Source: an optimization exercise on an open RTL-to-GDS flow (aim: small area and a short achievable clock period). Production flows keep margins and buffers that such runs may drop.
No functional check of the RTL was part of any run shown here.
Power is estimated from default activity; no workload was simulated.

==> flow/design.v <==
`timescale 1ns / 1ps
module getOmega(
   input clk,
   input sck,
   input mosi,
   input ssel,
   output reg [39:0] omega,
   output reg chg,
   output wire [39:0] prev
);
    reg [2:0] SCKr;
    reg [1:0] SSELr;
    reg [1:0] MOSIr;
    always @(posedge clk) begin
        SCKr  <= {SCKr[1:0], sck};
        SSELr <= {SSELr[0], ssel};
        MOSIr <= {MOSIr[0], mosi};
    end
    wire sck_rise = ~SCKr[2] & SCKr[1];
    wire idle = SSELr[1];
    reg [40:0] sr;
    always @(posedge clk)
        if (sck_rise)
            sr <= {sr[39:0], MOSIr[1]};
    always @(posedge clk) begin
        if (idle)
            omega <= sr[39:0];
        chg <= idle & (sr[39:0] != omega);
    end
    assign prev = chg ? sr[40:1] : omega;
endmodule
module pfx_add #(parameter W = 8, parameter L = 3, parameter CI_LATE = 1) (a, b, ci, s, co);    
	input [W-1:0] a, b;
	input ci;
	output [W-1:0] s;
	output co;
	wire [W-1:0] p = a ^ b;
	wire [W-1:0] g = a & b;
	wire [(L+1)*W-1:0] gg, pp;
	assign gg[W-1:0] = CI_LATE ? g : {g[W-1:1], g[0] | (p[0] & ci)};
	assign pp[W-1:0] = p;
	genvar l, i;
	generate
		for (l = 0; l < L; l = l + 1) begin : lv
			for (i = 0; i < W; i = i + 1) begin : bt
				if ((i >> l) & 1) begin : join_
					localparam integer J = ((i >> l) << l) - 1;
					assign gg[(l+1)*W+i] = gg[l*W+i] | (pp[l*W+i] & gg[l*W+J]);
					assign pp[(l+1)*W+i] = pp[l*W+i] & pp[l*W+J];
				end else begin : pass_
					assign gg[(l+1)*W+i] = gg[l*W+i];
					assign pp[(l+1)*W+i] = pp[l*W+i];
				end
			end
		end
	endgenerate
	wire [W-1:0] c = CI_LATE ? gg[L*W +: W] | (pp[L*W +: W] & {W{ci}}) : gg[L*W +: W];    
	assign s = p ^ {c[W-2:0], ci};
	assign co = c[W-1];
endmodule
module bk_add #(parameter W = 8, parameter L = 3) (a, b, ci, s, co);    
	input [W-1:0] a, b;
	input ci;
	output [W-1:0] s;
	output co;
	wire [W-1:0] p = a ^ b;
	wire [W-1:0] g = a & b;
	wire [(L+1)*W-1:0] ug, up;
	assign ug[W-1:0] = {g[W-1:1], g[0] | (p[0] & ci)};
	assign up[W-1:0] = p;
	genvar l, i;
	generate
		for (l = 0; l < L; l = l + 1) begin : us
			for (i = 0; i < W; i = i + 1) begin : bt
				if (((i + 1) % (1 << (l + 1)) == 0)) begin : join_
					assign ug[(l+1)*W+i] = ug[l*W+i] | (up[l*W+i] & ug[l*W+i-(1<<l)]);
					assign up[(l+1)*W+i] = up[l*W+i] & up[l*W+i-(1<<l)];
				end else begin : pass_
					assign ug[(l+1)*W+i] = ug[l*W+i];
					assign up[(l+1)*W+i] = up[l*W+i];
				end
			end
		end
	endgenerate
	wire [(L+1)*W-1:0] dg;
	assign dg[L*W +: W] = ug[L*W +: W];
	generate
		for (l = L - 1; l >= 1; l = l - 1) begin : ds
			for (i = 0; i < W; i = i + 1) begin : bt
				if (((i + 1) % (1 << l) == (1 << (l - 1))) && (i >= (1 << l))) begin : join_
					assign dg[l*W+i] = dg[(l+1)*W+i] | (up[(l-1)*W+i] & dg[(l+1)*W+i-(1<<(l-1))]);
				end else begin : pass_
					assign dg[l*W+i] = dg[(l+1)*W+i];
				end
			end
		end
	endgenerate
	wire [W-1:0] c = dg[W +: W];    
	assign s = p ^ {c[W-2:0], ci};
	assign co = c[W-1];
endmodule
module capped_adder #(parameter RV1 = 0) (f, kl, kp, km, q1, nk, a1, a2, a3, a4, reset, hi, mid, lo, pos, neg);
	input [39:0] f;
	input [15:0] kl;
	input [12:0] kp;
	input [13:0] km;
	input q1, nk, a1, a2, a3, a4;    
	input reset;
	output [9:0] hi;
	output [1:0] mid;
	output [27:0] lo;
	output pos, neg;
	wire [29:0] k;
	assign k[15:0] = ({16{q1}} & kl) | ({16{nk}} & ~kl);
	assign k[29:16] = ({14{a1}} & {1'b0, kp}) | ({14{a4}} & ~{1'b0, kp})
	                | ({14{a2}} & km) | ({14{a3}} & ~km);
	wire [29:0] t;
	wire c30;
	pfx_add #(.W(30), .L(5), .CI_LATE(0)) add(.a(f[29:0]), .b(k), .ci(nk), .s(t), .co(c30));
	assign lo = t[27:0];
	wire [9:0] fh = f[39:30];
	wire up_ok = ~k[29] & (fh == 10'h1ff);
	wire dn_ok = k[29] & (fh == 10'h200);
	wire [9:0] fh_inc = fh + 10'd1;
	wire [9:0] fh_dec = fh - 10'd1;
	wire [9:0] rv = RV1 ? 10'h1ff : 10'h000;
	wire [9:0] h1 = reset ? rv : up_ok ? 10'h1ff : k[29] ? fh : fh_inc;
	wire [9:0] h0 = reset ? rv : dn_ok ? 10'h200 : k[29] ? fh_dec : fh;
	assign hi = ({10{c30}} & h1) | ({10{~c30}} & h0);
	assign mid = (t[29:28] | {2{pos}}) & ~{2{neg}};
	generate
		if (RV1) begin : rv1
			assign pos = (c30 & up_ok) | reset;
			assign neg = ~c30 & dn_ok & ~reset;
		end else begin : rv0
			assign pos = (c30 & up_ok) | reset;
			assign neg = (~c30 & dn_ok) | reset;
		end
	endgenerate
endmodule
module sd2(clk, reset, en, sd_in, bs_out, bs_out_nr);
input clk, reset;
input en;
input [11:0] sd_in;
output bs_out;
output bs_out_nr;                
reg [13:0] sd_reg1;
reg [13:0] sd_reg2;
wire ns = ~sd_reg1[13];
assign bs_out = ns;
wire [11:0] v = {~sd_in[11], sd_in[10:0]};
wire [12:0] w = {~sd_in[11], sd_in[11:0]};
wire [13:0] s2;
wire c2_unused;
bk_add #(.W(14), .L(4)) add2(.a(sd_reg2), .b({1'b0, ns, v}), .ci(ns), .s(s2), .co(c2_unused));
wire [13:0] nx2 = {s2[13] ^ ns, s2[12:0]};
wire [13:0] hs = sd_reg1 ^ sd_reg2 ^ {1'b0, w};
wire [12:0] hc = (sd_reg1[12:0] & sd_reg2[12:0]) | (sd_reg1[12:0] & w) | (sd_reg2[12:0] & w);
wire [13:0] s1;
wire c1_unused;
pfx_add #(.W(14), .L(4), .CI_LATE(0)) add1(.a(hs), .b({hc, ns}), .ci(ns), .s(s1), .co(c1_unused));
wire [13:0] nx1 = {s1[13] ^ ns, s1[12:0]};
wire [13:0] reg1_nx = reset ? 14'd0 : en ? nx1 : sd_reg1;
assign bs_out_nr = ~(en ? nx1[13] : sd_reg1[13]);
always @(posedge clk) begin
	sd_reg1 <= reg1_nx;
	sd_reg2 <= reset ? 14'd0 : en ? nx2 : sd_reg2;
end
endmodule
module sd_two_piece #(parameter [39:0] RESETVAL = 40'd0) (clk, reset, en, kl, kp, km, sel, sd_out, sd_out_nr);
input clk, reset;
input en;
input [15:0] kl;
input [12:0] kp;
input [13:0] km;
input [5:0] sel;              
output sd_out;
output sd_out_nr;             
	reg [9:0] hi;
	reg [1:0] mid;
	reg [27:0] lo;
	reg pos, neg;
	wire [9:0] hi_nx;
	wire [1:0] mid_nx;
	wire [27:0] lo_nx;
	wire pos_nx, neg_nx;
	wire [39:0] feedback = {hi, mid, (lo | {28{pos}}) & ~{28{neg}}};
	capped_adder #(.RV1(RESETVAL != 40'd0)) add(feedback, kl, kp, km,
		sel[5], sel[4], sel[3], sel[2], sel[1], sel[0], reset, hi_nx, mid_nx, lo_nx, pos_nx, neg_nx);
	always @(posedge clk) begin
		hi <= hi_nx;
		mid <= mid_nx;
		lo <= lo_nx;
		pos <= pos_nx;
		neg <= neg_nx;
	end
	sd2 sd_one(
	.clk(clk),
	.reset(reset),
	.en(en),
	.sd_in(feedback[39:28]),
	.bs_out(sd_out),
	.bs_out_nr(sd_out_nr));
endmodule
module sigma_delta_twopiece(clk, reset, en, en_nr, en_rst, kl, kp, km, sd_out);
input clk, reset;
input en;
input en_nr, en_rst;    
input [15:0] kl;
input [12:0] kp;
input [13:0] km;
output [1:0] sd_out;
	wire [1:0] nr;    
	function [5:0] selects(input e, input sk, input so);
		selects = {e & sk, e & ~sk, e & sk & so, e & sk & ~so, e & ~sk & so, e & ~sk & ~so};
	endfunction
	reg [5:0] sel0, sel1;
	always @(posedge clk) begin
		sel0 <= reset ? selects(en_rst, 1'b1, 1'b1) : selects(en_nr, nr[1], nr[0]);
		sel1 <= reset ? selects(en_rst, 1'b0, 1'b1) : selects(en_nr, ~nr[0], nr[1]);
	end
	sd_two_piece #(.RESETVAL(40'h7fffffffff))
	piece_0 (
		.clk(clk),
		.reset(reset),
		.en(en),
		.kl(kl), .kp(kp), .km(km),
		.sel(sel0),
		.sd_out(sd_out[0]),
		.sd_out_nr(nr[0]));
	sd_two_piece #(.RESETVAL(40'h0000000000))
	piece_1 (
		.clk(clk),
		.reset(reset),
		.en(en),
		.kl(kl), .kp(kp), .km(km),
		.sel(sel1),
		.sd_out(sd_out[1]),
		.sd_out_nr(nr[1]));
endmodule
`timescale 1ns / 1ps
module clkDivider(
    input inClk,
    input reset,
    input wire [3:0] od_nx,    
    output reg outEn,
    output wire outEn_nx,      
    output wire outEn_nr,      
    output wire outEn_rst      
    );
    reg [10:0] cnt;
    wire [11:0] c;
    assign c[0] = 1'b1;
    genvar j;
    generate
        for (j = 0; j < 11; j = j + 1) begin : inc
            assign c[j+1] = c[j] & cnt[j];
        end
    endgenerate
    wire [10:0] cnt_inc = cnt ^ c[10:0];
    wire [10:0] cnt_nx = reset ? 11'd0 : cnt_inc;
    wire big = (od_nx <= 4'd1) | (od_nx >= 4'd13);
    wire [11:0] t;
    generate
        for (j = 0; j < 11; j = j + 1) begin : th
            assign t[j] = big | (od_nx <= 11 - j);
        end
    endgenerate
    assign t[11] = 1'b0;
    wire [10:0] r = {t[11:2], t[0] & ~t[1]};
    wire [10:0] ok = ~t[10:0] | ~(cnt ^ r);
    assign outEn_nr = &ok;
    assign outEn_rst = ~t[1];
    assign outEn_nx = reset ? outEn_rst : outEn_nr;
    always @(posedge inClk) begin
        cnt <= cnt_nx;
        outEn <= outEn_nx;
    end
endmodule
`timescale 1ns / 1ps
module main(
    input CLK67MHZ,
    input sckPort,
    input mosiPort,
    input sselPort,
    input resetPort,
    output upPort,
    output downPort
    );
    wire clk = CLK67MHZ;
    wire reset = resetPort;
    wire [39:0] data;
    wire        chg;
    wire [39:0] prev;
    getOmega omega(clk, sckPort, mosiPort, sselPort, data, chg, prev);
    wire [15:0] kl;
    wire [12:0] kp;
    wire [13:0] km;
    wire [3:0]  od, od_nx;
    bitShifter bs(clk, chg, prev, kl, kp, km, od, od_nx);
    wire en, en_nx, en_nr, en_rst;
    clkDivider getClk(clk, reset, od_nx, en, en_nx, en_nr, en_rst);
    wire [1:0] sdOut;
    sigma_delta_twopiece sigma_delta_twopiece(clk, reset, en, en_nr, en_rst, kl, kp, km, sdOut);
    reg d1, up_r, dn_r;
    always @(posedge clk) begin
        d1   <= sdOut[0];
        up_r <= ~(d1 & sdOut[0]);
        dn_r <= ~(d1 | sdOut[0]);
    end
    assign upPort = up_r;
    assign downPort = dn_r;
endmodule
module bitShifter(clk, chg, prev, kl, kp, km, outdivider, outdivider_nx);
input clk;
input chg;                   
input [39:0] prev;           
output reg [15:0] kl;
output reg [12:0] kp;
output reg [13:0] km;
output reg [3:0] outdivider;
output [3:0] outdivider_nx;
reg [39:0] internal_reg;
reg [3:0] countshift;
reg enable, inreg;
wire finished = |internal_reg[39:28];
wire [11:0] x = internal_reg[27:16];
wire [12:0] xc, xb;
assign xc[0] = 1'b1;
assign xb[0] = 1'b1;
genvar j;
generate
    for (j = 0; j < 12; j = j + 1) begin : kpm
        assign xc[j+1] = xc[j] & x[j];
        assign xb[j+1] = xb[j] & ~x[j];
    end
endgenerate
wire [12:0] kp_nx = {xc[12], x ^ xc[11:0]};
wire [13:0] km_nx = {xb[12], xb[12], x ^ xb[11:0]};
assign outdivider_nx = finished ? outdivider : countshift;
always @(posedge clk) begin
    if (chg) begin
        enable <= 1'b1;
        inreg <= 1'b1;
        countshift <= 4'd0;
    end else if (enable) begin
        inreg <= 1'b0;
        if (!inreg && finished)
            countshift <= countshift + 4'd1;
    end
    if (inreg)
        internal_reg <= prev;
    else if (finished)
        internal_reg <= internal_reg >> 1;
    if (!finished) begin
        kl <= internal_reg[15:0];
        kp <= kp_nx;
        km <= km_nx;
        outdivider <= countshift;
    end
end
endmodule
==> flow/config.mk <==
export PLATFORM = sky130hd
export DESIGN_NAME = main
export DESIGN_NICKNAME = main
export VERILOG_FILES = /design/flow/design.v
export SDC_FILE = /design/flow/constraint.sdc
export NUM_CORES = 4
export LEC_CHECK = 0
export ABC_AREA = 1
export CAP_MARGIN = 20
export CORE_MARGIN = 2
export CORE_UTILIZATION = 40
export CTS_CLUSTER_DIAMETER = 120
export CTS_CLUSTER_SIZE = 24
export SLEW_MARGIN = 20
export TNS_END_PERCENT = 10
==> flow/flow/run.sh <==
#!/bin/bash
set -euo pipefail
bash standard.sh SETUP_SLACK_MARGIN=7.2 finish > flow_standard.log 2>&1
==> flow/constraint.sdc <==
create_clock -name core_clock -period 10.0 [get_ports {CLK67MHZ}]
set_input_delay 2.0000 -clock core_clock [delete_from_list [all_inputs] [get_ports {CLK67MHZ}]]
set_output_delay 2.0000 -clock core_clock [all_outputs]
set_load 0.01 [all_outputs]
==> flow/standard.sh <==
#!/bin/bash
# synth_recipe.tcl (not shown) runs the flow's synth.tcl, then flattens the netlist and writes it again
# the make line also repeats each setting of config.mk as NAME=value (left out here)
make -C /OpenROAD-flow-scripts/flow DESIGN_CONFIG=/design/flow/config.mk WORK_HOME=/design/flow/orfs CLKGATE_MAP_FILE= SYNTH_SCRIPT=/design/flow/synth_recipe.tcl "${@:-finish}"
==> run summary, run 1 <==
* Critical path, cell by cell: buf_6, nand2_2, o21ai_2, fa_2, fa_2, nand3_2, nand2_2, nand2_2, nand2_2, nand3_2, nand2_4, a21oi_4, o21ai_4, buf_4, fa_2, xor2_1
* Post-Route WL at 39.6 mm
* Clk root buf: clkbuf_16
* CTS clk-pin slew, worst paths at 100 ps
* R2r worst-path depth at 16
* Dpl hpwl at 27.0 mm
* Placer Congestion at 0.830
* Worst Max-Slew Pin Slew at 1040 ps
* Delay-heaviest family, CP: adder cells
* Max reg flops at 41
* Top cell by count, worst path: nand2_2
* Hold Crit Class: reg2reg
* CP Max Fanout at 7
* H-tree levels at 1
* Register area share after synthesis at 44.5%
* Cts hold-fix bufs at 0
* I/O pins at 7
* CTS Sinks at 346
* Setup TNS at 0 ps
* Slew headroom at 30.7%
* Most frequent cells in the layout: nor2_1, nand2_1, inv_1
* Routed vias at 13,808
* DR iter-0 viols at 947
* Slowest stage delay, CP at 470 ps
* Post-layout min period at 3090 ps
* First-pass GRT wire length at 65.8 mm
* Status: timing/DRC/antenna clean
* Power, Total at 0.00325 W
* Top post-synthesis cells by area: edfxtp_1, dfxtp_1, ha_1
* # setup viols final at 0
* Int Power at 0.00228 W
* Met3 usage at 1.62%
* Total grt overflow at 0
* Levels on crit path at 16
* Worst setup SP type: flop
* Initial antenna violation count at 0
* DR vias/cell at 5.00
* Crit path max-delay cell type: edfxtp_1
* Yosys warns at 8
* Met2 Track Usage GR at 27.9%
* Number of port buffers at 6
* Final period util at 30.9%
* Largest net degree at the start of global routing at 66
* RSZ-0062 raised after global routing: true
* GR Util All Layers at 15.8%
* Critical path class: reg2reg
* Synth Cell Area at 0.0192 sq mm
* Leak pwr at 9.26 nW
* Reg-to-Reg Start: bs.kl[0]
* 1st-pass router iterations at 5
* Met1 usage at 21.0%
* Max-slew violations at 0
* WP data arrival at 3520 ps
* Worst Path Required at 10,430 ps
* Main synth FF type: dfxtp_1
* Switching power at 0.000979 W
* Post-synthesis cell type count at 60
* Min-delay src: omega.SSELr[0]
* Synth-to-layout area growth at 11.4%
* Core area at 0.0475 sq mm
* CTS Buffer Depth at 3
* Setup ws final at 6910 ps
* Logic pwr share at 23.8%
* Worst path bufs/invs at 2
* CP Capture Type: flop
* GR peak layer: met2
* Asr flop ratio synth at 0%
* Dpl ws at 6350 ps
* Pwr/cell area at 152 mW/mm^2
* Vias in the first global route at 13,659
* DRC errors left at 0
* Initial Util at 40.4%
* Die area at 0.0498 sq mm
* Fraction of layout cells with a size suffix above 1 at 12.6%
* Fmax at 0.324 GHz
* Top cell type's share of synthesized area at 25.3%
* Max-Cap Viols at 0
* Crit Reg-Reg Endpoint: sigma_delta_twopiece.piece_1.lo[17]
* Die width at 223 um
* Reg-to-reg setup timing slack at 6910 ps
* Critical Path Sink: sigma_delta_twopiece.piece_1.lo[17]
* Antenna cell count at 0
* Switch share at 30.1%
* CTS tree: yes
* Most common cell after layout, fill and taps aside: nor2_1
* # rows at 80
* Worst-Skew Late Latency at 550 ps
* Worst vdd ir at 0.110 mV
* Flop pwr share at 51.2%
* Flops & latches, synth at 346
* Layout net count at 2,338
* Final Hold Vio Count at 0
* Antenna viol nets, final at 0
* Post-Syn Nets at 2,311
* Die Ht at 223 um
* Clock power share at 24.9%
* Crit path from: bs.kl[0]
* Clock Skew at 27.5 ps
* Num CTS Buffers at 18
* WL/cell at 14.3 um
* Post-synth EDFFs at 162
* Synth area leader: edfxtp_1
* Avg Cell Area, Syn at 9.10 sq um
* Synthesized instance count at 2,110
repair_timing:
item / CTS / global route
endpoints found under the setup margin: 102 / 147
gates cloned: 1 / 0
setup buffers: 26 / 26
gates resized for setup: 68 / 95
pin swaps: 37 / 56
power by group through the flow:
stage / Combinational [W] / Sequential, W / Clock (W)
after global routing: 0.000886 / 0.00168 / 0.000893
after global placement: 0.000637 / 0.00170 / 0
after CTS: 0.000746 / 0.00167 / 0.000846
final: 0.000776 / 0.00167 / 0.000811
after floorplan: 0.000540 / 0.00167 / 0
after detailed placement: 0.000658 / 0.00170 / 0
per-layer routing:
layer	vias up	part of all wire (%)
met3	45	2.5
met1	6522	48
met4	0	1.9
met2	165	48
li1	7076	-
met5	-	0
cell usage after synthesis, drive strengths merged (21+ instances only):
| master | instances |
|---|---|
| nor2 | 337 |
| nand2 | 257 |
| o21ai | 240 |
| inv | 233 |
| dfxtp | 184 |
| edfxtp | 162 |
| ha | 134 |
| a21oi | 114 |
| xor2 | 78 |
| fa | 62 |
| nand3 | 62 |
| clkbuf | 55 |
| xnor2 | 41 |
| o211ai | 21 |
area by class of cell:
type / instances / area [sq um]
Clock buffer: 28 / 488
Sequential cell: 346 / 8590
Clock inverter: 3 / 33.8
Tap cell: 615 / 769
Fill cell: 4498 / 26100
Timing Repair Buffer: 72 / 679
Multi-Input combinational cell: 1463 / 9890
Inverter: 236 / 947
cells by family (layout without fill, tap and decap cells):
kind of cell	after synthesis	in the layout	synth area share, %
compound gates	431	431	12.7
xor+xnor	119	119	5.43
fa+ha+maj	196	196	15.2
buf+inv	301	339	6.00
flops	346	346	44.5
simple gates	717	717	16.2
metrics by stage:
stage	util, %	area (sq um)	std cells	hold WS, ps
CTS	44.0	20900	2737	331
detailed placement	42.0	20000	2679	312
finish	45.0	21400	2763	330
global route	45.0	21400	2763	335
floorplan	-	19400	2110	310
global placement	42.0	20000	2679	310
worst min-delay path by stage:
stage,to,slack [ps],depth (start not counted)
after floorplan,omega.MOSIr[1],310,0
after global placement,omega.SSELr[1],310,0
after detailed placement,omega.MOSIr[1],310,0
after CTS,omega.SSELr[1],330,0
after global routing,omega.SSELr[1],330,0
final,omega.SSELr[1],330,0
==> inputs of run 2 (changes only) <==
--- a/flow/design.v
+++ b/flow/design.v
@@ -120,11 +120,19 @@
 	assign lo = t[27:0];
 	wire [9:0] fh = f[39:30];
-	wire up_ok = ~k[29] & (fh == 10'h1ff);
-	wire dn_ok = k[29] & (fh == 10'h200);
-	wire [9:0] fh_inc = fh + 10'd1;
-	wire [9:0] fh_dec = fh - 10'd1;
+	wire [10:0] ci1, bo0;
+	assign ci1[0] = ~k[29];
+	assign bo0[0] = k[29];
+	genvar j;
+	generate
+		for (j = 0; j < 10; j = j + 1) begin : hb
+			assign ci1[j+1] = ci1[j] & fh[j];
+			assign bo0[j+1] = bo0[j] & ~fh[j];
+		end
+	endgenerate
+	wire up_ok = ci1[9] & ~fh[9];    
+	wire dn_ok = bo0[9] & fh[9];     
 	wire [9:0] rv = RV1 ? 10'h1ff : 10'h000;
-	wire [9:0] h1 = reset ? rv : up_ok ? 10'h1ff : k[29] ? fh : fh_inc;
-	wire [9:0] h0 = reset ? rv : dn_ok ? 10'h200 : k[29] ? fh_dec : fh;
+	wire [9:0] h1 = reset ? rv : up_ok ? 10'h1ff : fh ^ ci1[9:0];
+	wire [9:0] h0 = reset ? rv : dn_ok ? 10'h200 : fh ^ bo0[9:0];
 	assign hi = ({10{c30}} & h1) | ({10{~c30}} & h0);
 	assign mid = (t[29:28] | {2{pos}}) & ~{2{neg}};
==> run summary, run 2 <==
* Fraction of layout cells with a size suffix above 1 at 15.6% (+3.0 points)
* Max-Cap Viols at 0 (unchanged)
* Max-slew violations at 0 (unchanged)
* # rows at 79 (-1.3%)
* Synth-to-layout area growth at 15.5%
* Reg-to-Reg Start: bs.km[12]
* Vias in the first global route at 13,257 (-2.9%)
* Post-Route WL at 39.4 mm (-0.58%)
* Critical path class: reg2reg
* Synth cell count leaders: nor2_1, inv_1, nand2_1
* Post-synthesis cell type count at 44 (-27%)
* RSZ-0062 raised after global routing: true
* Crit path max-delay cell type: edfxtp_1
* DR vias/cell at 5.02 (+0.49%)
* Cts hold-fix bufs at 0 (unchanged)
* Layout net count at 2,334 (-0.17%)
* Largest net degree at the start of global routing at 66 (unchanged)
* Initial Util at 40.5% (+0.11 points)
* DR iter-0 viols at 927 (-2.1%)
* Register area share after synthesis at 45.3% (+0.82 points)
* CTS clk-pin slew, worst paths at 100 ps (about the same)
* Fmax at 0.325 GHz (+0.51%)
* CTS Buffer Depth at 3 (unchanged)
* Hold Crit Class: reg2reg
* # setup viols final at 0 (unchanged)
* Total grt overflow at 0 (unchanged)
* Worst Path Required at 10,490 ps (+60 ps)
* Setup TNS at 0 ps (unchanged)
* Post-synth EDFFs at 162 (unchanged)
* Yosys warns at 8 (unchanged)
* Clk root buf: clkbuf_16
* CTS Sinks at 346 (unchanged)
* Synth Cell Area at 0.0189 sq mm (-1.8%)
* Top cell type's share of synthesized area at 25.8% (+0.47 points)
* Num CTS Buffers at 18 (unchanged)
* Leak pwr at 9.50 nW (+2.7%)
* Main synth FF type: dfxtp_1
* Synthesized instance count at 2,044 (-3.1%)
* Critical path, cell by cell: buf_4, a21oi_2, nand2_2, ha_4, ha_1, ha_2, ha_1, ha_1, ha_1, ha_2, ha_4, nand2_4, nor2_2, nor2_4, buf_4, nand2_2, nand3_2
* Max reg flops at 41 (unchanged)
* Placer Congestion at 0.784 (-5.5%)
* Top-count cell post-synth: nor2_1
* H-tree levels at 1 (unchanged)
* Hold EP: omega.SSELr[1]
* Worst vdd ir at 0.115 mV (+4.4%)
* Synth area leader: edfxtp_1
* Worst setup SP type: flop
* Slowest stage delay, CP at 490 ps (+20 ps)
* Hold path cells at 0 (unchanged)
* Number of port buffers at 6 (unchanged)
* Pwr/cell area at 146 mW/mm^2 (-4.3%)
* Clock Skew at 21.4 ps (-6.12 ps)
* WP data arrival at 3570 ps (+50 ps)
* CP Max Fanout at 4 (-3)
* Top post-synthesis cells by area: edfxtp_1, dfxtp_1, ha_1
* I/O pins at 7 (unchanged)
* Post-layout min period at 3070 ps (-15.7 ps)
* 1st-pass router iterations at 5 (unchanged)
* Core area at 0.0466 sq mm (-2.1%)
* Die Ht at 221 um (-0.89%)
* Worst Max-Slew Pin Slew at 1010 ps (-32.8 ps)
* Most frequent cells in the layout: nor2_1, inv_1, o21ai_0
* CTS tree: yes
* Most common cell after layout, fill and taps aside: nor2_1
* Die area at 0.0489 sq mm (-1.8%)
* Final Hold Vio Count at 0 (unchanged)
* Asr flop ratio synth at 0% (unchanged)
* Post-Syn Nets at 2,275 (-1.6%)
* Power, Total at 0.00317 W (-2.5%)
* Avg Cell Area, Syn at 9.23 sq um (+1.4%)
* Die width at 221 um (-0.89%)
* Status: timing/DRC/antenna clean
* First-pass GRT wire length at 63.9 mm (-2.9%)
* Antenna cell count at 0 (unchanged)
* WL/cell at 14.5 um (+1.0%)
* CP Capture Type: flop
* DRC errors left at 0 (unchanged)
* Slew headroom at 32.9% (+2.2 points)
* Initial antenna violation count at 0 (unchanged)
* Routed vias at 13,655 (-1.1%)
* Top cell by count, worst path: ha_1
* Flops & latches, synth at 346 (unchanged)
* R2r worst-path depth at 17 (+1)
* Final period util at 30.7% (-0.16 points)
* Min-delay src: omega.SSELr[0]
* Antenna viol nets, final at 0 (unchanged)
* Worst-Skew Late Latency at 540 ps (about the same)
* Reg-to-reg setup timing slack at 6930 ps (+20 ps)
* GR Util All Layers at 15.5% (-0.34 points)
* Hold slack at 329 ps (-0.585 ps)
* Dpl hpwl at 25.5 mm (-5.8%)
* Crit Reg-Reg Endpoint: sigma_delta_twopiece.piece_0.hi[3]
run 2: changes by cell type after synthesis, moves of 5 or more:
cell | before | now
ha_1 | 134 | 164
xor2_1 | 78 | 60
nand2_1 | 236 | 223
inv_1 | 223 | 235
nand3_1 | 60 | 50
inv_2 | 9 | 1
o211ai_1 | 21 | 13
o21ai_0 | 229 | 221
nand4_1 | 17 | 11
nor2_4 | 6 | 1
nor3_1 | 13 | 8
o21ai_1 | 6 | 1
run 2: worst max-delay path: cells and delay by family, from the launching register on:
kind	cells	cell delay (ps)
fa+ha+maj	8	1520
simple gates	6	540
flops	1	490
buf+inv	2	350
compound gates	1	140
run 2: worst max path at each step:
stage,start,to,cells after the start
6_report,bs.km[12],sigma_delta_twopiece.piece_0.hi[3],17
5_1_grt,bs.km[12],sigma_delta_twopiece.piece_0.hi[3],17
4_1_cts,bs.kl[0],sigma_delta_twopiece.piece_0.hi[5],18
3_5_place_dp,resetPort,sigma_delta_twopiece.sel0[1],11
3_3_place_gp,resetPort,sigma_delta_twopiece.sel0[1],11
2_1_floorplan,resetPort,sigma_delta_twopiece.sel0[1],10
run 2: logic make-up after synthesis:
| logic type | count (synthesis) | share of synthesized area [%] |
|---|---|---|
| simple gates | 660 | 14.4 |
| compound gates | 404 | 11.9 |
| flops | 346 | 45.3 |
| buf+inv | 302 | 6.02 |
| fa+ha+maj | 226 | 17.5 |
| xor+xnor | 105 | 4.88 |
| mux | 1 | 0.0531 |
run 2: through the flow:
step	instances	utilization [%]	setup WS (ps)	cell area, sq um
2_1_floorplan	2044	-	7010	18900
3_3_place_gp	2607	42.1	6020	19600
3_5_place_dp	2607	42.1	6010	19600
4_1_cts	2682	45.1	6940	21000
5_1_grt	2719	46.8	6810	21800
6_report	2719	46.8	6930	21800
run 2: where the power goes:
| group | internal (W) | switching [W] |
|---|---|---|
| Clock | 0.000358 | 0.000466 |
| Combinational | 0.000340 | 0.000375 |
| Sequential | 0.00157 | 0.0000647 |
run 2: cell type report:
cell class | count | area, sq um
timing repair buffer | 99 | 965
fill | 4310 | 24800
sequential | 346 | 8610
multi-input combinational | 1397 | 9980
inverter | 239 | 945
clock buffer | 27 | 505
tap | 607 | 759
timing repair inverter | 2 | 13.8
clock inverter | 2 | 17.5
run 2: timing repair:
| item | CTS | global route |
|---|---|---|
| gates resized for setup | 162 | 102 |
| pin swaps | 48 | 53 |
| gates cloned | 4 | 4 |
| setup endpoints to repair | 126 | 146 |
| buffers inserted | 42 | 33 |
run 2: routing by layer:
layer / vias to the layer above / wire [um] / global-route usage [%]
met5: - / 0 / 0
met4: 0 / 498 / 3.25
met3: 33 / 1370 / 1.77
met2: 188 / 19500 / 27.2
met1: 6534 / 18100 / 20.5
li1: 6900 / - / -
==> inputs of run 3 (changes only) <==
--- a/flow/design.v
+++ b/flow/design.v
@@ -121,6 +121,6 @@
 	wire [9:0] fh = f[39:30];
 	wire [10:0] ci1, bo0;
-	assign ci1[0] = ~k[29];
-	assign bo0[0] = k[29];
+	assign ci1[0] = 1'b1;
+	assign bo0[0] = 1'b1;
 	genvar j;
 	generate
@@ -130,9 +130,9 @@
 		end
 	endgenerate
-	wire up_ok = ci1[9] & ~fh[9];    
-	wire dn_ok = bo0[9] & fh[9];     
+	wire up_ok = ~k[29] & ci1[9] & ~fh[9];    
+	wire dn_ok = k[29] & bo0[9] & fh[9];      
 	wire [9:0] rv = RV1 ? 10'h1ff : 10'h000;
-	wire [9:0] h1 = reset ? rv : up_ok ? 10'h1ff : fh ^ ci1[9:0];
-	wire [9:0] h0 = reset ? rv : dn_ok ? 10'h200 : fh ^ bo0[9:0];
+	wire [9:0] h1 = reset ? rv : up_ok ? 10'h1ff : k[29] ? fh : fh ^ ci1[9:0];
+	wire [9:0] h0 = reset ? rv : dn_ok ? 10'h200 : k[29] ? fh ^ bo0[9:0] : fh;
 	assign hi = ({10{c30}} & h1) | ({10{~c30}} & h0);
 	assign mid = (t[29:28] | {2{pos}}) & ~{2{neg}};
==> run summary, run 3 <==
* Die Ht at 223 um (+1.0%)
* Synth area leader: edfxtp_1
* DRC errors left at 0 (unchanged)
* DR iter-0 viols at 864 (-6.8%)
* CTS tree: yes
* Antenna cell count at 0 (unchanged)
* Synth cell count leaders: nor2_1, nand2_1, o21ai_0
* Status: timing/DRC/antenna clean
* Main synth FF type: dfxtp_1
* Layout Cells excl Fill at 2,766 (+1.7%)
* Critical path, cell by cell: clkdlybuf4s15_1
* Reg-to-Reg Start: sigma_delta_twopiece.piece_1.mid[0]
* GR Util All Layers at 15.9% (+0.47 points)
* CTS Sinks at 346 (unchanged)
* # rows at 80 (+1.3%)
* Avg Cell Area, Syn at 9.10 sq um (-1.3%)
* WP data arrival at 1070 ps (-2500 ps)
* Top cell type's share of synthesized area at 25.3% (-0.52 points)
* CP Capture Type: primary output
* Final period util at 30.7% (about the same)
* 1st-pass router iterations at 5 (unchanged)
* I/O pins at 7 (unchanged)
* Asr flop ratio synth at 0% (unchanged)
* Worst vdd ir at 0.126 mV (+9.8%)
* Worst path bufs/invs at 1 (-1)
* Initial antenna violation count at 0 (unchanged)
* Slowest stage delay, CP at 320 ps (-170 ps)
* Met1 WL at 19.0 mm (+4.9%)
* Yosys warns at 8 (unchanged)
* Uppermost layer routed: met4
* Clk root buf: clkbuf_16
* Num CTS Buffers at 18 (unchanged)
* Placed cells at 2,680 (+2.8%)
* Worst Max-Slew Pin Slew at 1040 ps (+30.8 ps)
* Critical path class: reg2out
* Fin util at 45.3% (-1.5 points)
* Final Hold Vio Count at 0 (unchanged)
* Dpl hpwl at 25.7 mm (+1.1%)
* Power, Total at 0.00337 W (+6.1%)
* Clock Skew at 21.9 ps (+0.494 ps)
* CP Max Fanout at 1 (-3)
* Total grt overflow at 0 (unchanged)
* Worst setup SP type: flop
* Max-Cap Viols at 0 (unchanged)
* Largest net degree at the start of global routing at 54 (-18%)
* # setup viols final at 0 (unchanged)
* Post-synth EDFFs at 162 (unchanged)
* CTS Buffer Depth at 3 (unchanged)
* Worst-Skew Late Latency at 540 ps (about the same)
* Die area at 0.0499 sq mm (+2.0%)
* Slew headroom at 30.8% (-2.1 points)
* Register area share after synthesis at 44.4% (-0.91 points)
* First-pass GRT wire length at 65.8 mm (+2.9%)
* Flops & latches, synth at 346 (unchanged)
* Core area at 0.0476 sq mm (+2.3%)
* Placer Congestion at 0.810 (+3.3%)
* Most common cell after layout, fill and taps aside: nor2_1
* Fmax at 0.326 GHz (about the same)
* Worst Path Required at 8000 ps (-2490 ps)
* Max reg flops at 41 (unchanged)
* Initial Util at 40.4% (-0.12 points)
* Delay-heaviest family, CP: flip-flops
* Max-slew violations at 0 (unchanged)
* Post-Syn Nets at 2,343 (+3.0%)
* Routed wire length on met2 at 19.0 mm (-2.6%)
* Antenna viol nets, final at 0 (unchanged)
* Die width at 223 um (+1.0%)
* Post-synthesis cell type count at 48 (+9.1%)
* Crit path max-delay cell type: dfxtp_1
* WL/cell at 14.6 um (+0.48%)
* Post-Route WL at 40.3 mm (+2.2%)
* Top-count cell post-synth: nor2_1
* Vias in the first global route at 13,345 (+0.66%)
* RSZ-0062 raised after global routing: true
* Multi-input gate area at 0.0100 sq mm (+0.19%)
* Number of port buffers at 6 (unchanged)
* Synth-to-layout area growth at 12.1%
* Leak pwr at 9.52 nW (+0.15%)
* H-tree levels at 1 (unchanged)
* Fillers at 4,484 (+4.0%)
* Post-layout min period at 3070 ps (-2.46 ps)
* Top post-synthesis cells by area: edfxtp_1, dfxtp_1, ha_1
* Most frequent cells in the layout: nor2_1, nand2_1, o21ai_0, inv_1
* Register area at 0.00860 sq mm (-0.13%)
* Crit path from: dn_r
* Layout net count at 2,369 (+1.5%)
* Setup TNS at 0 ps (unchanged)
* CTS clk-pin slew, worst paths at 100 ps (about the same)
* Synthesized instance count at 2,114 (+3.4%)
* Synth Cell Area at 0.0192 sq mm (+2.0%)
* Fraction of layout cells with a size suffix above 1 at 11.2% (-4.4 points)
* Met3 WL post-DR at 1.25 mm (-8.6%)
* Hold Crit Class: reg2reg
* Min-delay src: omega.SSELr[0]
* Routed vias at 13,858 (+1.5%)
* Pwr/cell area at 156 mW/mm^2 (+7.2%)
* DR vias/cell at 5.01 (-0.24%)
==> run 3: cell count changes after synthesis, moves of 6 or more <==
| cell | before | now |
|---|---|---|
| a21oi_1 | 111 | 119 |
| inv_1 | 235 | 229 |
| o221ai_1 | 8 | 0 |
| a211oi_1 | 0 | 8 |
| o21ai_0 | 221 | 236 |
| nand2_1 | 223 | 254 |
| nor2_1 | 326 | 313 |
| o211ai_1 | 13 | 23 |
| nand3_1 | 50 | 57 |
==> run 3: repair_timing <==
action                     4_1_cts  5_1_grt
buffers inserted                31       13
gates cloned                     8        3
hold buffers                     0        0
pin swaps                       12       28
gates resized for setup         93       54
setup endpoints to repair      123      100
==> run 3: cell families (layout without fill, tap and decap cells) <==
family                   after synthesis  in the layout  share of synthesized area [%]
flip-flops                           346            346                           44.4
XOR/XNOR                             106            106                           4.82
AND/OR/NAND/NOR                      685            689                           14.8
multiplexers                           6              6                          0.312
AO/OA/AOI/OAI                        439            440                           12.7
buffers and inverters                308            340                           6.04
adder cells (fa/ha/maj)              224            224                           17.0
==> run 3: path summary, 6_finish.rpt <==
| check | end | slack (ps) | depth (start not counted) |
|---|---|---|---|
| setup reg to reg | sigma_delta_twopiece.piece_1.sd_one.sd_reg2[13] | 6930 | 18 |
| hold / removal | omega.SSELr[1] | 330 | 0 |
| hold reg to reg | omega.SSELr[1] | 330 | 0 |
| setup / recovery | downPort | 6930 | 1 |
==> run 3: area by class of cell <==
cell class,count,area share (%)
clock buffer,28,2.26
clock inverter,3,0.157
inverter,239,4.31
multi-input combinational,1465,46.3
sequential,346,39.8
tap,615,3.57
timing repair buffer,70,3.54
==> run 3: routing by layer <==
layer | global-route usage [%] | vias up
met1 | 21.5 | 6500
met5 | 0 | -
met2 | 26.9 | 195
met3 | 1.87 | 63
li1 | - | 7100
met4 | 4.82 | 0
==> run 3: metrics by stage <==
step	hold WS [ps]	instance area, sq um	worst slack (ps)
3_3_place_gp	311	20000	5830
4_1_cts	331	21200	6860
5_1_grt	345	21600	6710
2_1_floorplan	310	19400	7130
3_5_place_dp	312	20000	5810
6_report	332	21600	6930
==> run 3: power by group <==
| group | internal [W] | total [W] | switching (W) |
|---|---|---|---|
| clock network | 0.000347 | 0.000819 | 0.000472 |
| logic | 0.000396 | 0.000889 | 0.000493 |
| registers | 0.00158 | 0.00166 | 0.0000805 |
==> inputs of run 4 (changes only) <==
==> flow/flow/run.sh (replaced) <==
#!/bin/bash
set -euo pipefail
bash standard.sh SETUP_SLACK_MARGIN=7.0 finish > flow_standard.log 2>&1
--- a/flow/config.mk
+++ b/flow/config.mk
@@ -13,3 +13,3 @@
 export CTS_CLUSTER_SIZE = 24
 export SLEW_MARGIN = 20
-export TNS_END_PERCENT = 10
+export TNS_END_PERCENT = 5
==> run summary, run 4 <==
* Post-synth EDFFs at 162 (unchanged)
* 1st-pass router iterations at 5 (unchanged)
* Antenna viol nets, final at 0 (unchanged)
* Fillers at 4,482 (-0.045%)
* Min-delay src: omega.SSELr[0]
* DRC errors left at 0 (unchanged)
* Final Hold Vio Count at 0 (unchanged)
* Worst path bufs/invs at 6 (+5)
* DR iter-0 viols at 886 (+2.5%)
* Pwr/cell area at 155 mW/mm^2 (-0.94%)
* Multi-input gate area at 0.00987 sq mm (-1.3%)
* Die width at 223 um (unchanged)
* Register area at 0.00859 sq mm (-0.12%)
* Post-synthesis cell type count at 48 (unchanged)
* Slowest stage delay, CP at 510 ps (+190 ps)
* Most frequent cells in the layout: nor2_1, nand2_1, inv_1
* Fmax at 0.326 GHz (about the same)
* Total grt overflow at 0 (unchanged)
* Flops & latches, synth at 346 (unchanged)
* Worst Max-Slew Pin Slew at 1050 ps (+8.42 ps)
* Max-slew violations at 0 (unchanged)
* CP Capture Type: flop
* Worst Path Required at 10,430 ps (+2430 ps)
* Placer Congestion at 0.808 (-0.23%)
* Main synth FF type: dfxtp_1
* Synthesized instance count at 2,114 (unchanged)
* First-pass GRT wire length at 65.1 mm (-0.91%)
* Hold slack at 330 ps (-2.17 ps)
* # setup viols final at 0 (unchanged)
* CTS tree: yes
* Reg-to-Reg Start: sigma_delta_twopiece.piece_1.mid[1]
* Num CTS Buffers at 18 (unchanged)
* I/O pins at 7 (unchanged)
* Vias in the first global route at 13,540 (+1.5%)
* Top-count cell post-synth: nor2_1
* Avg Cell Area, Syn at 9.10 sq um (unchanged)
* Asr flop ratio synth at 0% (unchanged)
* Worst-Skew Late Latency at 540 ps (about the same)
* Post-layout min period at 3070 ps (-1.43 ps)
* Top cell type's share of synthesized area at 25.3% (unchanged)
* Initial Util at 40.4% (unchanged)
* Synth cell count leaders: nor2_1, nand2_1, o21ai_0
* RSZ-0062 raised after global routing: true
* Number of port buffers at 6 (unchanged)
* Synth area leader: edfxtp_1
* Synth Cell Area at 0.0192 sq mm (unchanged)
* Leak pwr at 9.36 nW (-1.7%)
* Synth-to-layout area growth at 10.2%
* Crit path max-delay cell type: fa_1
* Clock Skew at 22.4 ps (+0.513 ps)
* Yosys warns at 8 (unchanged)
* Status: timing/DRC/antenna clean
* CTS clk-pin slew, worst paths at 100 ps (about the same)
* Crit path from: sigma_delta_twopiece.piece_1.mid[1]
* Register area share after synthesis at 44.4% (unchanged)
* Die Ht at 223 um (unchanged)
* Layout net count at 2,355 (-0.59%)
* Largest net degree at the start of global routing at 67 (+24%)
* Hold Crit Class: reg2reg
* Antenna cell count at 0 (unchanged)
* Max-Cap Viols at 0 (unchanged)
* Fin util at 44.5% (-0.77 points)
* CTS Sinks at 346 (unchanged)
* Post-Route WL at 38.5 mm (-4.4%)
* Setup TNS at 0 ps (unchanged)
* CTS Buffer Depth at 3 (unchanged)
* Most common cell after layout, fill and taps aside: nor2_1
* Delay-heaviest family, CP: adder cells
* Fraction of layout cells with a size suffix above 1 at 9.93% (-1.3 points)
* Dpl hpwl at 25.9 mm (+0.61%)
* Final period util at 30.7% (about the same)
* H-tree levels at 1 (unchanged)
* Die area at 0.0499 sq mm (unchanged)
* Clk root buf: clkbuf_16
* GR Util All Layers at 15.5% (-0.44 points)
* Post-Syn Nets at 2,343 (unchanged)
* DR vias/cell at 5.04 (+0.55%)
* Cts hold-fix bufs at 0 (unchanged)
* Worst setup SP type: flop
* Routed vias at 13,858 (unchanged)
* # rows at 80 (unchanged)
* Core area at 0.0476 sq mm (unchanged)
* WP data arrival at 3500 ps (+2430 ps)
* CP Max Fanout at 3 (+2)
* Worst vdd ir at 0.124 mV (-1.6%)
* Critical path, cell by cell: inv_1, fa_1, fa_2, inv_1, nand3_1, nand2_1, inv_2, o21ai_2, inv_2, o21ai_4, inv_1, fa_1, xnor2_1, o21ai_0, inv_1
* Initial antenna violation count at 0 (unchanged)
* Max reg flops at 41 (unchanged)
* WL/cell at 14.0 um (-3.9%)
* Critical path class: reg2reg
* Top cell by count, worst path: inv_1
* Slew headroom at 30.3% (-0.56 points)
* Top post-synthesis cells by area: edfxtp_1, dfxtp_1, ha_1
-- run 4: logic make-up (layout without fill, tap and decap cells) --
family,Yosys count,in the layout,synth area share (%)
adder cells (fa/ha/maj),224,224,17.0
AND/OR/NAND/NOR,685,686,14.8
XOR/XNOR,106,106,4.82
AO/OA/AOI/OAI,439,440,12.7
flip-flops,346,346,44.4
buffers and inverters,308,328,6.04
multiplexers,6,6,0.312
-- run 4: area by class of cell --
cell class	count	share of cell area [%]
clock buffers	28	2.45
clock inverters	2	0.118
well taps	615	3.63
repair buffers	59	2.49
inverters	239	4.33
flip-flops and latches	346	40.5
multi-input cells	1462	46.5
-- run 4: worst reg2reg max path, stage by stage, from the launching register on --
cell and delay, ps:
dfxtp_1 410, inv_1 80, fa_1 510, fa_2 460
inv_1 70, nand3_1 60, nand2_1 90, inv_2 50
o21ai_2 160, inv_2 70, o21ai_4 180, inv_1 100
fa_1 390, xnor2_1 140, o21ai_0 150, inv_1 50
-- run 4: path summary, 6_finish.rpt --
| path | end | cells after the start | slack, ps |
|---|---|---|---|
| max | sigma_delta_twopiece.piece_1.sd_one.sd_reg1[9] | 15 | 6930 |
| max reg2reg | sigma_delta_twopiece.piece_1.sd_one.sd_reg1[9] | 15 | 6930 |
| min reg2reg | omega.SSELr[1] | 0 | 330 |
| min | omega.SSELr[1] | 0 | 330 |
-- run 4: through the flow --
stage / worst slack, ps / power (W) / instance area (sq um) / cells
after CTS: 6920 / 0.00332 / 21000 / 2741
after global placement: 5810 / 0.00239 / 19900 / 2680
after floorplan: 6820 / 0.00226 / 19300 / 2114
final: 6930 / 0.00328 / 21200 / 2751
after global routing: 6710 / 0.00351 / 21200 / 2751
after detailed placement: 5770 / 0.00243 / 19900 / 2680
-- run 4: what timing repair did --
item,CTS,global route
resized for setup,114,38
pin swaps,26,10
setup endpoints to repair,107,91
gates cloned,2,0
setup buffers,29,10
-- run 4: layer usage --
metal / up-vias / share of wire [%] / GRT usage [%]
met2: 183 / 48 / 27.0
met3: 36 / 3.1 / 1.61
li1: 7052 / - / -
met5: - / 0 / 0
met4: 0 / 1.4 / 3.29
met1: 6587 / 48 / 20.9
-- run 4: where the power goes --
part           internal [W]  total, W  leakage, nW  switching (W)
logic              0.000339  0.000790         5.99       0.000451
registers           0.00158   0.00166         3.10      0.0000805
clock network      0.000367  0.000830        0.262       0.000463
==> inputs of run 5 (changes only) <==
--- a/flow/design.v
+++ b/flow/design.v
@@ -121,6 +121,6 @@
 	wire [9:0] fh = f[39:30];
 	wire [10:0] ci1, bo0;
-	assign ci1[0] = 1'b1;
-	assign bo0[0] = 1'b1;
+	assign ci1[0] = ~k[29];
+	assign bo0[0] = k[29];
 	genvar j;
 	generate
@@ -130,9 +130,9 @@
 		end
 	endgenerate
-	wire up_ok = ~k[29] & ci1[9] & ~fh[9];    
-	wire dn_ok = k[29] & bo0[9] & fh[9];      
+	wire up_ok = ci1[9] & ~fh[9];    
+	wire dn_ok = bo0[9] & fh[9];     
 	wire [9:0] rv = RV1 ? 10'h1ff : 10'h000;
-	wire [9:0] h1 = reset ? rv : up_ok ? 10'h1ff : k[29] ? fh : fh ^ ci1[9:0];
-	wire [9:0] h0 = reset ? rv : dn_ok ? 10'h200 : k[29] ? fh ^ bo0[9:0] : fh;
+	wire [9:0] h1 = reset ? rv : up_ok ? 10'h1ff : fh ^ ci1[9:0];
+	wire [9:0] h0 = reset ? rv : dn_ok ? 10'h200 : fh ^ bo0[9:0];
 	assign hi = ({10{c30}} & h1) | ({10{~c30}} & h0);
 	assign mid = (t[29:28] | {2{pos}}) & ~{2{neg}};
@@ -333,17 +333,4 @@
 reg enable, inreg;
 wire finished = |internal_reg[39:28];
-wire [11:0] x = internal_reg[27:16];
-wire [12:0] xc, xb;
-assign xc[0] = 1'b1;
-assign xb[0] = 1'b1;
-genvar j;
-generate
-    for (j = 0; j < 12; j = j + 1) begin : kpm
-        assign xc[j+1] = xc[j] & x[j];
-        assign xb[j+1] = xb[j] & ~x[j];
-    end
-endgenerate
-wire [12:0] kp_nx = {xc[12], x ^ xc[11:0]};
-wire [13:0] km_nx = {xb[12], xb[12], x ^ xb[11:0]};
 assign outdivider_nx = finished ? outdivider : countshift;
 always @(posedge clk) begin
@@ -363,6 +350,6 @@
     if (!finished) begin
         kl <= internal_reg[15:0];
-        kp <= kp_nx;
-        km <= km_nx;
+        kp <= {1'b0, internal_reg[27:16]} + 13'd1;
+        km <= {2'b00, internal_reg[27:16]} - 14'd1;
         outdivider <= countshift;
     end
==> run summary, run 5 <==
* Status: timing/DRC/antenna clean
* Int Power at 0.00230 W (+0.80%)
* CTS Sinks at 346 (unchanged)
* CP Max Fanout at 49 (+46)
* Yosys warns at 8 (unchanged)
* RSZ-0062 raised after global routing: true
* Top post-synthesis cells by area: edfxtp_1, dfxtp_1, ha_1
* Layout net count at 2,298 (-2.4%)
* CTS clk-pin slew, worst paths at 100 ps (about the same)
* Post-synthesis mux area share at 0.0528% (-0.26 points)
* Main synth FF type: dfxtp_1
* Crit Reg-Reg Endpoint: sigma_delta_twopiece.piece_1.hi[7]
* Critical Path Sink: sigma_delta_twopiece.sel0[4]
* H-tree levels at 1 (unchanged)
* Post-layout min period at 3080 ps (+6.48 ps)
* Logic pwr share at 24.6% (+0.5 points)
* Largest family of logic cells by synthesized area: adder cells
* Total grt overflow at 0 (unchanged)
* Synth area leader: edfxtp_1
* Dpl hpwl at 25.5 mm (-1.5%)
* Avg Cell Area, Syn at 9.22 sq um (+1.2%)
* Cts hold-fix bufs at 0 (unchanged)
* Post-synth EDFFs at 162 (unchanged)
* # setup viols final at 0 (unchanged)
* Crit path from: resetPort
* R2r worst-path depth at 16 (+1)
* Worst setup SP type: primary input
* CTS tree: yes
* Initial antenna violation count at 0 (unchanged)
* Synth cell count leaders: nor2_1, nand2_1, inv_1
* Asr flop ratio synth at 0% (unchanged)
* Vias in the first global route at 13,135 (-3.0%)
* Clock Skew at 17.7 ps (-4.74 ps)
* Leak pwr at 9.17 nW (-2.0%)
* Num CTS Buffers at 18 (unchanged)
* DRC errors left at 0 (unchanged)
* Switching power at 0.000981 W (-1.3%)
* Worst-Skew Late Latency at 540 ps (about the same)
* Setup ws final at 6920 ps (-6.48 ps)
* Die area at 0.0491 sq mm (-1.5%)
* WP data arrival at 3520 ps (+20 ps)
* DR vias/cell at 4.98 (-1.1%)
* Setup TNS at 0 ps (unchanged)
* Top cell type's share of synthesized area at 25.7% (+0.40 points)
* Crit path max-delay cell type: buf_12
* Post-Syn Nets at 2,267 (-3.2%)
* Post-Route WL at 37.8 mm (-1.8%)
* Largest net degree at the start of global routing at 66 (-1.5%)
* Fraction of layout cells with a size suffix above 1 at 13.9% (+4.0 points)
* Reg-to-reg setup timing slack at 6930 ps (about the same)
* Critical path class: in2reg
* Max-Cap Viols at 0 (unchanged)
* Synth Area in Simple Gates at 15.3% (+0.55 points)
* Max reg flops at 41 (unchanged)
* Die Ht at 222 um (-0.77%)
* Initial Util at 40.6% (+0.21 points)
* Synth-to-layout area growth at 13.1%
* Antenna viol nets, final at 0 (unchanged)
* Most frequent cells in the layout: nor2_1, inv_1, nand2_1
* I/O pins at 7 (unchanged)
* Number of port buffers at 6 (unchanged)
* Synthesized instance count at 2,056 (-2.7%)
* Adder-Cell Fraction of Synth Area at 16.1% (-0.92 points)
* Core area at 0.0467 sq mm (-2.1%)
* Xor-xnor portion of the synthesized cell area at 5.69% (+0.86 points)
* Most common cell after layout, fill and taps aside: nor2_1
* Routed vias at 13,463 (-2.9%)
* Final Hold Vio Count at 0 (unchanged)
* Final period util at 30.8% (+0.065 points)
* Critical path, cell by cell: buf_2, buf_6, inv_1, buf_12, nand2_1, nor2_2, nand3_2, nor2_4, nand3_4, nor2_1
* Register area share after synthesis at 45.1% (+0.70 points)
* Worst Path Required at 10,450 ps (+20 ps)
* Flop pwr share at 50.7% (about the same)
* Fillers at 4,372 (-2.5%)
* Die width at 222 um (-0.77%)
* GR Util All Layers at 15.4% (-0.13 points)
* # rows at 79 (-1.3%)
* Slowest stage delay, CP at 220 ps (-290 ps)
* Worst vdd ir at 0.120 mV (-3.4%)
* Pwr/cell area at 153 mW/mm^2 (-0.85%)
* Switch share at 29.9% (-0.45 points)
* Max-slew violations at 0 (unchanged)
* Clock power share at 24.6% (-0.7 points)
* WL/cell at 14.0 um (about the same)
* Fmax at 0.325 GHz (-0.21%)
* Worst Max-Slew Pin Slew at 989 ps (-57.4 ps)
* Top-count cell post-synth: nor2_1
* Clk root buf: clkbuf_16
* 1st-pass router iterations at 16 (+11)
* Hold Crit Class: reg2reg
* Compound-Gate Fraction of Synth Area at 11.8% (-0.82 points)
* Synth Cell Area at 0.0189 sq mm (-1.6%)
* Placer Congestion at 0.808 (about the same)
* Flops & latches, synth at 346 (unchanged)
* CTS Buffer Depth at 3 (unchanged)
* Post-synthesis cell type count at 49 (+2.1%)
* Antenna cell count at 0 (unchanged)
* DR iter-0 viols at 738 (-17%)
* Reg-to-Reg Start: bs.km[12]
* Slew headroom at 34.1% (+3.8 points)
* Dpl ws at 6040 ps (+271 ps)
* CP Capture Type: flop
* First-pass GRT wire length at 63.9 mm (-1.9%)
run 5: changes by cell type after synthesis, moves of 8 or more:
| cell | before | now |
|---|---|---|
| o221ai_1 | 0 | 14 |
| o211ai_1 | 23 | 11 |
| a211oi_1 | 8 | 0 |
| nor3_1 | 7 | 15 |
| nand2_1 | 254 | 233 |
| xor2_1 | 62 | 78 |
| a21oi_1 | 119 | 105 |
| a22oi_1 | 4 | 14 |
| ha_1 | 162 | 144 |
| o21ai_0 | 236 | 210 |
run 5: worst max-delay path, delay by kind of cell:
| family | cells | cell delay, ps |
|---|---|---|
| AND/OR/NAND/NOR | 6 | 760 |
| buffers and inverters | 4 | 680 |
run 5: logic make-up (layout without fill, tap and decap cells):
| logic type | after synthesis | after routing |
|---|---|---|
| AND/OR/NAND/NOR | 683 | 685 |
| AO/OA/AOI/OAI | 401 | 401 |
| flip-flops | 346 | 346 |
| buffers and inverters | 296 | 332 |
| adder cells (fa/ha/maj) | 206 | 206 |
| XOR/XNOR | 123 | 123 |
| multiplexers | 1 | 1 |
run 5: power groups by stage:
stage / registers [W] / clock network (W) / logic, W
2_1_floorplan: 0.00167 / 0 / 0.000515
3_3_place_gp: 0.00169 / 0 / 0.000622
3_5_place_dp: 0.00169 / 0 / 0.000638
4_1_cts: 0.00166 / 0.000850 / 0.000718
5_1_grt: 0.00168 / 0.000893 / 0.000927
6_report: 0.00167 / 0.000808 / 0.000809
run 5: worst min path at each step:
stage | from | endpoint | slack (ps) | cells past startpoint
final | omega.SSELr[0] | omega.SSELr[1] | 330 | 0
after global routing | omega.MOSIr[0] | omega.MOSIr[1] | 350 | 0
after CTS | omega.SSELr[0] | omega.SSELr[1] | 330 | 0
after detailed placement | omega.SSELr[0] | omega.SSELr[1] | 310 | 0
after global placement | omega.SSELr[0] | omega.SSELr[1] | 310 | 0
after floorplan | omega.MOSIr[0] | omega.MOSIr[1] | 310 | 0
run 5: what timing repair did:
action                     4_1_cts  5_1_grt
gates resized for setup        173       79
setup buffers                   28       22
setup endpoints to repair       95       81
pin swaps                       41       43
gates cloned                     3        2
run 5: per-stage QoR:
| stage | power, W | utilization [%] | hold slack, ps | cells | cell area, sq um |
|---|---|---|---|---|---|
| final | 0.00328 | 45.9 | 330 | 2701 | 21400 |
| after global routing | 0.00350 | 45.9 | 349 | 2701 | 21400 |
| after CTS | 0.00323 | 44.8 | 331 | 2677 | 20900 |
| after detailed placement | 0.00233 | 42.1 | 312 | 2619 | 19600 |
| after global placement | 0.00231 | 42.1 | 310 | 2619 | 19600 |
| after floorplan | 0.00218 | - | 310 | 2056 | 18900 |
run 5: final cells by class:
type	count	area, sq um	share of cell area, %
clock buffers	25	487	2.27
flip-flops and latches	346	8590	40.1
repair inverters	2	12.5	0.0584
repair buffers	71	636	2.97
multi-input cells	1416	10000	46.7
clock inverters	2	32.5	0.152
inverters	232	900	4.20
well taps	607	759	3.54
run 5: per-layer routing:
layer	vias up	track usage (%)	routed length, um
li1	6911	-	-
met1	6351	20.6	17900
met2	153	26.8	18100
met3	48	1.48	934
met4	0	3.64	800
met5	-	0	0
==> inputs of run 6 (changes only) <==
--- a/flow/config.mk
+++ b/flow/config.mk
@@ -7,9 +7,9 @@
 export LEC_CHECK = 0
 export ABC_AREA = 1
-export CAP_MARGIN = 20
+export CAP_MARGIN = 5
 export CORE_MARGIN = 2
 export CORE_UTILIZATION = 40
 export CTS_CLUSTER_DIAMETER = 120
 export CTS_CLUSTER_SIZE = 24
-export SLEW_MARGIN = 20
+export SLEW_MARGIN = 5
 export TNS_END_PERCENT = 5
==> run summary, run 6 <==
* Most frequent cells in the layout: nor2_1, inv_1, nand2_1
* Post-synth EDFFs at 162 (unchanged)
* Num CTS Buffers at 18 (unchanged)
* CTS Sinks at 346 (unchanged)
* Status: timing/DRC/antenna clean
* Critical path class: in2reg
* Max-Cap Viols at 0 (unchanged)
* Fraction of layout cells with a size suffix above 1 at 13.9% (unchanged)
* Die area at 0.0491 sq mm (unchanged)
* Worst-Skew Late Latency at 540 ps (about the same)
* Post-synthesis cell type count at 49 (unchanged)
* Main synth FF type: dfxtp_1
* Crit path max-delay cell type: buf_12
* Fmax at 0.325 GHz (unchanged)
* Worst Path Required at 10,450 ps (about the same)
* Post-layout min period at 3080 ps (unchanged)
* CTS tree: yes
* # rows at 79 (unchanged)
* Worst setup SP type: primary input
* Synth-to-layout area growth at 13.1% (unchanged)
* Dpl hpwl at 25.5 mm (unchanged)
* Synth Cell Area at 0.0189 sq mm (unchanged)
* 1st-pass router iterations at 16 (unchanged)
* Hold Crit Class: reg2reg
* Placer Congestion at 0.808 (unchanged)
* Register area at 0.00859 sq mm (unchanged)
* Largest net degree at the start of global routing at 66 (unchanged)
* Placement Cell Area at 0.0196 sq mm (unchanged)
* Leak pwr at 9.17 nW (unchanged)
* Post-Route WL at 37.8 mm (unchanged)
* Number of port buffers at 6 (unchanged)
* H-tree levels at 1 (unchanged)
* Post-Syn Nets at 2,267 (unchanged)
* First-pass GRT wire length at 63.9 mm (unchanged)
* CP Capture Type: flop
* Most common cell after layout, fill and taps aside: nor2_1
* Final period util at 30.8% (unchanged)
* Synth cell count leaders: nor2_1, nand2_1, inv_1
* Top cell type's share of synthesized area at 25.7% (unchanged)
* Setup TNS at 0 ps (unchanged)
* Fin area at 0.0214 sq mm (unchanged)
* Total grt overflow at 0 (unchanged)
* Routed vias at 13,463 (unchanged)
* Initial antenna violation count at 0 (unchanged)
* Max reg flops at 41 (unchanged)
* Top-count cell post-synth: nor2_1
* Asr flop ratio synth at 0% (unchanged)
* DR iter-0 viols at 738 (unchanged)
* Critical path, cell by cell: buf_2, buf_6, inv_1, buf_12, nand2_1, nor2_2, nand3_2, nor2_4, nand3_4, nor2_1
* Die width at 222 um (unchanged)
* Die Ht at 222 um (unchanged)
* Register area share after synthesis at 45.1% (unchanged)
* Cts hold-fix bufs at 0 (unchanged)
* CTS Buffer Depth at 3 (unchanged)
* Slowest stage delay, CP at 220 ps (about the same)
* RSZ-0062 raised after global routing: true
* Synthesized instance count at 2,056 (unchanged)
* DRC errors left at 0 (unchanged)
* Antenna viol nets, final at 0 (unchanged)
* Synth area leader: edfxtp_1
* # setup viols final at 0 (unchanged)
* GR Util All Layers at 15.4% (unchanged)
* Layout net count at 2,298 (unchanged)
* Avg Cell Area, Syn at 9.22 sq um (unchanged)
* Multi-input gate area at 0.0100 sq mm (unchanged)
* WP data arrival at 3520 ps (about the same)
* Clock Skew at 17.7 ps (unchanged)
* Fillers at 4,372 (unchanged)
* I/O pins at 7 (unchanged)
* CP Max Fanout at 49 (unchanged)
* Clk root buf: clkbuf_16
* Top post-synthesis cells by area: edfxtp_1, dfxtp_1, ha_1
* DR vias/cell at 4.98 (unchanged)
* Delay-heaviest family, CP: simple AND/OR/NAND/NOR gates
* Yosys warns at 8 (unchanged)
* Flops & latches, synth at 346 (unchanged)
* Max-slew violations at 0 (unchanged)
* Pwr/cell area at 153 mW/mm^2 (unchanged)
* WL/cell at 14.0 um (unchanged)
* Initial Util at 40.6% (unchanged)
* Final Hold Vio Count at 0 (unchanged)
* Slew headroom at 34.1% (unchanged)
* Worst path bufs/invs at 4 (unchanged)
* Vias in the first global route at 13,135 (unchanged)
* Antenna cell count at 0 (unchanged)
* CTS clk-pin slew, worst paths at 100 ps (about the same)
* Core area at 0.0467 sq mm (unchanged)
* Worst vdd ir at 0.120 mV (unchanged)
* Worst Max-Slew Pin Slew at 989 ps (unchanged)
## run 6: cell counts after synthesis
No cell type changed its count.
## run 6: final cells by class
| cell class | count | area share [%] |
|---|---|---|
| multi-input cells | 1416 | 46.7 |
| flip-flops and latches | 346 | 40.1 |
| inverters | 232 | 4.20 |
| well taps | 607 | 3.54 |
| repair buffers | 71 | 2.97 |
| clock buffers | 25 | 2.27 |
| clock inverters | 2 | 0.152 |
| repair inverters | 2 | 0.0584 |
## run 6: repair_timing
item,CTS,global route
resized for setup,173,79
pin swaps,41,43
endpoints found under the hold margin,0,0
gates cloned,3,2
buffers inserted,28,22
endpoints found under the setup margin,95,81
## run 6: power by group
group | leakage, nW | switching [W] | internal, W | total, W
logic | 5.82 | 0.000432 | 0.000377 | 0.000809
registers | 3.10 | 0.0000890 | 0.00158 | 0.00167
clock network | 0.250 | 0.000460 | 0.000348 | 0.000808
## run 6: cells by family after synthesis
| logic type | after synthesis | share of synthesized area (%) |
|---|---|---|
| compound gates | 401 | 11.8 |
| xor+xnor | 123 | 5.69 |
| fa+ha+maj | 206 | 16.1 |
| buf+inv | 296 | 5.92 |
| flops | 346 | 45.1 |
| mux | 1 | 0.0528 |
| simple gates | 683 | 15.3 |
## run 6: layer usage
layer,track usage [%],vias to the layer above,share of wire (%)
li1,-,6911,-
met1,20.6,6351,47
met2,26.8,153,48
met3,1.48,48,2.5
met4,3.64,0,2.1
met5,0,-,0
## run 6: metrics by stage
step           hold slack (ps)  setup WS [ps]  instances  util (%)  power (W)
2_1_floorplan              310           6770       2056         -    0.00218
3_3_place_gp               310           6180       2619      42.1    0.00231
3_5_place_dp               312           6040       2619      42.1    0.00233
4_1_cts                    331           6950       2677      44.8    0.00323
5_1_grt                    349           6790       2701      45.9    0.00350
6_report                   330           6920       2701      45.9    0.00328
## run 6: path summary, 6_finish.rpt
path | depth (start not counted) | start | slack [ps] | endpoint
worst min-delay path | 0 | omega.SSELr[0] | 330 | omega.SSELr[1]
worst max-delay path | 10 | resetPort | 6920 | sigma_delta_twopiece.sel0[4]
worst min register to register | 0 | omega.SSELr[0] | 330 | omega.SSELr[1]
worst max register to register | 16 | bs.km[12] | 6930 | sigma_delta_twopiece.piece_1.hi[7]

what the ideal ports hide:
In the flow no input, the clock included, has a driving cell. The finished layouts below were timed again as built, in two steps.
Step 1 sets driving cells, clkbuf_16 on the clock port and buf_2 on the other inputs (assumed; they add their load-dependent delay and slew).
Step 2, shift: input delay + t, output delay - t, t = (earliest + latest rising clock arrival at the registers) / 2. This alone moves slack from input paths to output paths.
Slacks: ideal / step 1 / step 2; pairs: ideal / step 1.
run | t, ns | setup WS [ns] | hold WS [ns] | worst register clock-pin slew, ns
run 1 | 0.589 | 6.911 / 6.877 / 6.577 | 0.330 / 0.330 / 0.330 | 0.10 / 0.10
run 2 | 0.585 | 6.927 / 6.927 / 6.571 | 0.329 / 0.329 / 0.329 | 0.11 / 0.11
run 3 | 0.591 | 6.929 / 6.871 / 6.582 | 0.332 / 0.332 / 0.332 | 0.11 / 0.11
run 4 | 0.589 | 6.931 / 6.892 / 6.409 | 0.330 / 0.330 / 0.330 | 0.10 / 0.10
run 5 | 0.584 | 6.924 / 6.930 / 6.370 | 0.330 / 0.330 / 0.330 | 0.10 / 0.10
run 6 | 0.584 | 6.924 / 6.930 / 6.370 | 0.330 / 0.330 / 0.330 | 0.10 / 0.10
After both steps setup and hold are still met in every run listed.
